From an optimization exercise on the open Yosys and OpenROAD flow, aimed at small area; shortcuts taken in it are not production practice. Function was checked by simulation only, so behaviour that the tests miss may differ from the original. The flow treats the clock pin as an ideal source. Dropping or thinning the clock tree relies on that and would not hold on a real chip. Power and IR drop assume default switching activity.

// a_buf
module a_buf(
	input  							clk,
	input  							rst_n,
	input  [0:0] 					wr_a_buf_valid_i,
	input  [0:0] 					wr_a_buf_id_i,
	input  [3-1:0] wr_a_buf_data_width_i,
	input  [128-1:0] wr_a_buf_data_i,
	input  [0:0] 					rd_a_buf_valid_i,
	input  [0:0] 					rd_a_buf_id_i,
	output [0:0] 					rd_a_buf_ret_valid_o,
	output [128-1:0] rd_a_buf_ret_data_o
);
	localparam H  = 4;
	localparam NC = 2 * H * H;
	wire d_by = wr_a_buf_data_width_i[0];
	wire d_hf = wr_a_buf_data_width_i[1];
	wire d_wd = wr_a_buf_data_width_i[2];
	reg  [0:0]      rd_a_buf_id_r;
	reg  [32*NC-1:0] c;
	wire [31:0] din [0:H-1];
genvar b, i, j, k;
generate
for (i = 0; i < H; i = i + 1) begin : g_din
	assign din[i][7:0]   = d_by ? wr_a_buf_data_i[i*8+:8] :
	                       d_hf ? wr_a_buf_data_i[i*16+:8] : wr_a_buf_data_i[i*32+:8];
	assign din[i][15:8]  = d_hf ? wr_a_buf_data_i[i*16+8+:8] : wr_a_buf_data_i[i*32+8+:8];
	assign din[i][31:16] = wr_a_buf_data_i[i*32+16+:16];
end
  ...
export LEC_CHECK = 0
export CAP_MARGIN = 2
export CORE_MARGIN = 2
export CORE_UTILIZATION = 60
export PLACE_DENSITY = 0.7
export SLEW_MARGIN = 2
export SYNTH_HIERARCHICAL = 1
export SYNTH_MINIMUM_KEEP_SIZE = 0
create_clock -name core_clock -period 7.0 [get_ports {clk}]
standard.sh (not shown) runs the stock make flow with config.mk's settings and CLKGATE_MAP_FILE= SYNTH_SCRIPT=/design/flow/synth_recipe.tcl, a recipe that flattens the netlist after the stock synthesis.
==> flow/flow/run.sh <==
#!/bin/bash
# Layout flow: the standard ORFS flow (standard.sh) run on a private copy
# of the ORFS scripts that differs in two places:
#  - abc_area.script: ABC maps for area only (strash; dc2; dch; amap),
#  - cts.tcl: the clock tree is built by flow/clock_tree.tcl (small inverters
#    over compact groups of flip-flops) instead of TritonCTS.
# Ports get the smallest buffer. Each tool's output goes to the logs in orfs/logs;
# the make output of each part goes to synth.log and layout.log here.
set -euo pipefail
W=$(pwd)
rm -rf "$W/scripts"
cp -r "$FLOW_HOME/scripts" "$W/scripts"
cp "$W/flow/abc_area.script" "$W/scripts/abc_area.script"
grep -q 'log_cmd clock_tree_synthesis {\*}$cts_args' "$W/scripts/cts.tcl"
sed -i 's#log_cmd clock_tree_synthesis {\*}$cts_args#source $::env(MYCTS_TCL)#' "$W/scripts/cts.tcl"

export MYCTS_TCL="$W/flow/clock_tree.tcl"
export MYCTS_LEVELS="inv_4:10 inv_16:26"
export BUFFER_PORTS_ARGS="-buffer_cell sky130_fd_sc_hd__buf_1"

bash standard.sh SCRIPTS_DIR="$W/scripts" ABC_AREA=1 synth > "$W/synth.log" 2>&1
bash standard.sh SCRIPTS_DIR="$W/scripts" BUFFER_PORTS_ARGS="$BUFFER_PORTS_ARGS" finish > "$W/layout.log" 2>&1
Other scripts of this flow, unchanged in this note and not shown: flow/flow/abc_area.script, flow/flow/clock_tree.tcl
The first run completed with no timing, DRC or antenna violations.
Edit:
--- a/flow/flow/run.sh
+++ b/flow/flow/run.sh
@@ -17,3 +17,3 @@
 export MYCTS_TCL="$W/flow/clock_tree.tcl"
-export MYCTS_LEVELS="inv_4:10 inv_16:26"
+export MYCTS_LEVELS="inv_4:10 inv_8:8 clkbuf_16:99"
 export BUFFER_PORTS_ARGS="-buffer_cell sky130_fd_sc_hd__buf_1"
Settings changed: CAP_MARGIN 2 to 5, SLEW_MARGIN 2 to 5.
After rerunning: The new run produced a clean layout. Core utilization came out higher by 0.13 points. Total power came out higher by 1.9%. Cell area is about the same.
Edit:
Settings changed: CAP_MARGIN 5 to 20, CORE_UTILIZATION 60 to 50, PLACE_DENSITY 0.7 to 0.6, SLEW_MARGIN 5 to 20.
Result:
- cell area went up slightly
- cell count came out higher by a few percent
- first-iteration DRC count is lower by about a fifth
- utilization is lower by 11 points
- global-route usage came out lower by 4.4 points
In every run of this note, the design's own scripts or RTL, not TritonCTS, make the clock network.

Another version of the RTL of a_buf (not shown whole).
Size: roughly 4300 cells after synthesis, ~1000 flip-flops, roughly 270 I/O pins.
clock: 7.0 ns
lec_check: 0
cap_margin: 2
core_margin: 2
core_utilization: 60
place_density: 0.7
slew_margin: 2
synth_hierarchical: 1
synth_minimum_keep_size: 0
==> flow/flow/run.sh <==
#!/bin/bash
# Layout flow: the standard ORFS flow (standard.sh) run on a private copy
# of the ORFS scripts that differs in three places:
#  - abc_area.script: ABC maps for area only (strash; dc2; dch; amap),
#  - synth.tcl: module a_buf_pos4 is mapped by ABC with flow/abc_pos.script,
#  - cts.tcl: the clock tree is built by flow/clock_tree.tcl (small inverters
#    over compact groups of flip-flops) instead of TritonCTS.
# Ports get the smallest buffer. Each tool's output goes to the logs in orfs/logs;
# the make output of each part goes to synth.log and layout.log here.
set -euo pipefail
W=$(pwd)
rm -rf "$W/scripts"
cp -r "$FLOW_HOME/scripts" "$W/scripts"
cp "$W/flow/abc_area.script" "$W/scripts/abc_area.script"
grep -q '  log_cmd abc {\*}$abc_args' "$W/scripts/synth.tcl"
sed -i 's#^  log_cmd abc {\*}$abc_args#  log_cmd abc -script $::env(POS_ABC_SCRIPT) {*}[lrange $abc_args 2 end] a_buf_pos4\n&#' "$W/scripts/synth.tcl"
export POS_ABC_SCRIPT="$W/flow/abc_pos.script"
grep -q 'log_cmd clock_tree_synthesis {\*}$cts_args' "$W/scripts/cts.tcl"
sed -i 's#log_cmd clock_tree_synthesis {\*}$cts_args#source $::env(MYCTS_TCL)#' "$W/scripts/cts.tcl"

export MYCTS_TCL="$W/flow/clock_tree.tcl"
export MYCTS_LEVELS="inv_8:22 inv_16:12"
export BUFFER_PORTS_ARGS="-buffer_cell sky130_fd_sc_hd__buf_1"

bash standard.sh SCRIPTS_DIR="$W/scripts" ABC_AREA=1 synth > "$W/synth.log" 2>&1
bash standard.sh SCRIPTS_DIR="$W/scripts" BUFFER_PORTS_ARGS="$BUFFER_PORTS_ARGS" finish > "$W/layout.log" 2>&1
==> flow/flow/clock_tree.tcl <==
# Clock tree built by recursive bisection of the sinks: each level groups the
# pins below it into compact groups of at most n, each driven by one cell at
# the group centroid; the clock port drives the top level.
set block [ord::get_db_block]
set db [ord::get_db]
set clk_port_net [$block findNet [expr {[info exists ::env(MYCTS_CLK)] ? $::env(MYCTS_CLK) : "clk"}]]
# MYCTS_LEVELS: from the flip-flops up, "cell:group_size ..."; the port drives the last level
set levels $::env(MYCTS_LEVELS)

# sinks: every instance pin on the clock net except the port
set sinks {}
foreach it [$clk_port_net getITerms] {
  set inst [$it getInst]
  set bb [$inst getBBox]
  set x [expr {([$bb xMin] + [$bb xMax]) / 2}]
  set y [expr {([$bb yMin] + [$bb yMax]) / 2}]
  lappend sinks [list $x $y $it]
}
puts "MYCTS sinks [llength $sinks]"

# split points into groups of at most n by recursive bisection along the wider side
proc bisect {pts n} {
  set cnt [llength $pts]
  set g [expr {($cnt + $n - 1) / $n}]
  set xs [lsort -integer [lmap p $pts {lindex $p 0}]]
  set ys [lsort -integer [lmap p $pts {lindex $p 1}]]
  set w [expr {[lindex $xs end] - [lindex $xs 0]}]
  set h [expr {[lindex $ys end] - [lindex $ys 0]}]
  # a group wider or taller than maxspan (dbu) is split even when small enough
  if {$g <= 1 && ($cnt <= 1 || max($w, $h) <= $::maxspan)} { return [list $pts] }
  if {$g <= 1} { set g 2 }
  set idx [expr {$w >= $h ? 0 : 1}]
  set sorted [lsort -integer -index $idx $pts]
  set g1 [expr {$g / 2}]
  set c1 [expr {($cnt * $g1 + $g / 2) / $g}]
  set a [lrange $sorted 0 [expr {$c1 - 1}]]
  set b [lrange $sorted $c1 end]
  return [concat [bisect $a $n] [bisect $b $n]]
}

proc centroid {pts} {
  set sx 0; set sy 0
  foreach p $pts { incr sx [lindex $p 0]; incr sy [lindex $p 1] }
  set c [llength $pts]
  return [list [expr {$sx / $c}] [expr {$sy / $c}]]
}

set core [$block getCoreArea]
proc place_at {inst xy} {
  global core
  set m [$inst getMaster]
  set x [expr {[lindex $xy 0] - [$m getWidth] / 2}]
  set y [expr {[lindex $xy 1] - [$m getHeight] / 2}]
  set x [expr {max([$core xMin], min($x, [$core xMax] - [$m getWidth]))}]
  set y [expr {max([$core yMin], min($y, [$core yMax] - [$m getHeight]))}]
  $inst setLocation $x $y
  $inst setPlacementStatus PLACED
}

set nb 0
proc new_buf {master name xy} {
  global block
  set inst [odb::dbInst_create $block $master $name]
  place_at $inst $xy
  set out [odb::dbNet_create $block "${name}_o"]
  $out setSigType CLOCK
  set o [$inst findITerm X]
  if {$o eq "NULL"} { set o [$inst findITerm Y] }
  $o connect $out
  return [list $inst $out]
}

set pins $sinks
set lv 0
foreach spec $levels {
  lassign [split $spec :] cell n span
  set ::maxspan [expr {$span eq "" ? 1e12 : int($span * 1000)}]
  set m [$db findMaster sky130_fd_sc_hd__$cell]
  set next {}
  set gi 0
  foreach grp [bisect $pins $n] {
    set xy [centroid $grp]
    lassign [new_buf $m "clktree_${lv}_$gi" $xy] inst out
    foreach p $grp {
      set it [lindex $p 2]
      if {[$it getNet] ne "NULL"} { $it disconnect }
      $it connect $out
    }
    lappend next [list {*}$xy [$inst findITerm A]]
    incr gi
  }
  puts "MYCTS level $lv $cell groups $gi"
  set pins $next
  incr lv
}
foreach p $pins { [lindex $p 2] connect $clk_port_net }
$clk_port_net setSigType CLOCK
set_propagated_clock [all_clocks]
Other scripts of this flow, unchanged in this note and not shown: flow/flow/abc_area.script, flow/flow/abc_pos.script
The first run produced a clean layout.
==> next run, changes <==
--- a/flow/flow/run.sh
+++ b/flow/flow/run.sh
@@ -22 +22 @@
-export MYCTS_LEVELS="inv_8:22 inv_16:12"
+export MYCTS_LEVELS="inv_8:20 inv_16:13"
After rerunning: First-iteration DRC count rises by 1.9%. Design area is about the same. Via count barely changes. Hold slack got worse by 9.1 ps. Combinational power barely changes. Fmax rose by 1.1%. Global-route usage stays flat.
==> next run, changes <==
--- a/flow/flow/run.sh
+++ b/flow/flow/run.sh
@@ -22 +22 @@
-export MYCTS_LEVELS="inv_8:20 inv_16:13"
+export MYCTS_LEVELS="inv_8:22 inv_16:12"
--- a/flow/config.mk
+++ b/flow/config.mk
@@ -8 +8 @@
-export CAP_MARGIN = 2
+export CAP_MARGIN = 0
@@ -12 +12 @@
-export SLEW_MARGIN = 2
+export SLEW_MARGIN = 0
The new run produced a clean layout; critical path depth stays the same; sequential power stays flat; final area stays flat; register-to-register slack degrades by 20 ps; combinational power is about the same; cell count is about the same; power shrinks by 0.37%.
==> next run, changes <==
--- a/flow/flow/run.sh
+++ b/flow/flow/run.sh
@@ -22 +22 @@
-export MYCTS_LEVELS="inv_8:22 inv_16:12"
+export MYCTS_LEVELS="inv_4:10 inv_16:26"
--- a/flow/config.mk
+++ b/flow/config.mk
@@ -8 +8 @@
-export CAP_MARGIN = 0
+export CAP_MARGIN = 2
@@ -12 +12 @@
-export SLEW_MARGIN = 0
+export SLEW_MARGIN = 2
Effect:
- The new run passed the timing, design-rule and antenna checks
- via count rises by 0.90%
- worst hold slack gets worse by 5.5 ps
- cell area stays flat
- final cell count goes up by 1.0%
No run of this note takes its clock network from TritonCTS; it comes from the design's own scripts or RTL.

[re-timing with driven ports]
In the flow no input, the clock included, has a driving cell. The finished layouts below were timed again as built, in two steps. Step 1 (the two cells are an assumption about what drives the block):
set clk [get_ports {clk}]
set_driving_cell -lib_cell sky130_fd_sc_hd__clkbuf_16 $clk
set_driving_cell -lib_cell sky130_fd_sc_hd__buf_2 [delete_from_list [all_inputs] $clk]
Step 2 adds t to the input delays and takes it off the output delays; t is the mean of the earliest and latest rising clock arrival at the registers after step 1. Input paths then give back, and output paths get back, about the clock's delay inside the block. Three values: ideal, step 1, step 2; two values: the first two.
run | t, ns | setup WS [ns] | clock arrival spread, ns
the first run of note 1 | 0.516 | 2.440 / 2.398 / 2.172 | 0.031 / 0.033
the second run of note 1 | 0.750 | 2.265 / 2.191 / 2.181 | 0.036 / 0.037
the third run of note 1 | 0.757 | 2.480 / 2.405 / 1.834 | 0.034 / 0.034
the first run of note 2 | 0.498 | 2.024 / 2.262 / 1.764 | 0.024 / 0.026
the second run of note 2 | 0.502 | 2.078 / 2.292 / 1.816 | 0.028 / 0.027
the third run of note 2 | 0.498 | 2.024 / 2.262 / 1.764 | 0.024 / 0.026
the fourth run of note 2 | 0.524 | 2.090 / 2.299 / 1.817 | 0.023 / 0.025
After both steps every run listed still meets setup and hold. For the third run of note 1, which loses most, drivers alone change the setup slack by -0.075 ns; drivers and shift together by -0.646 ns.
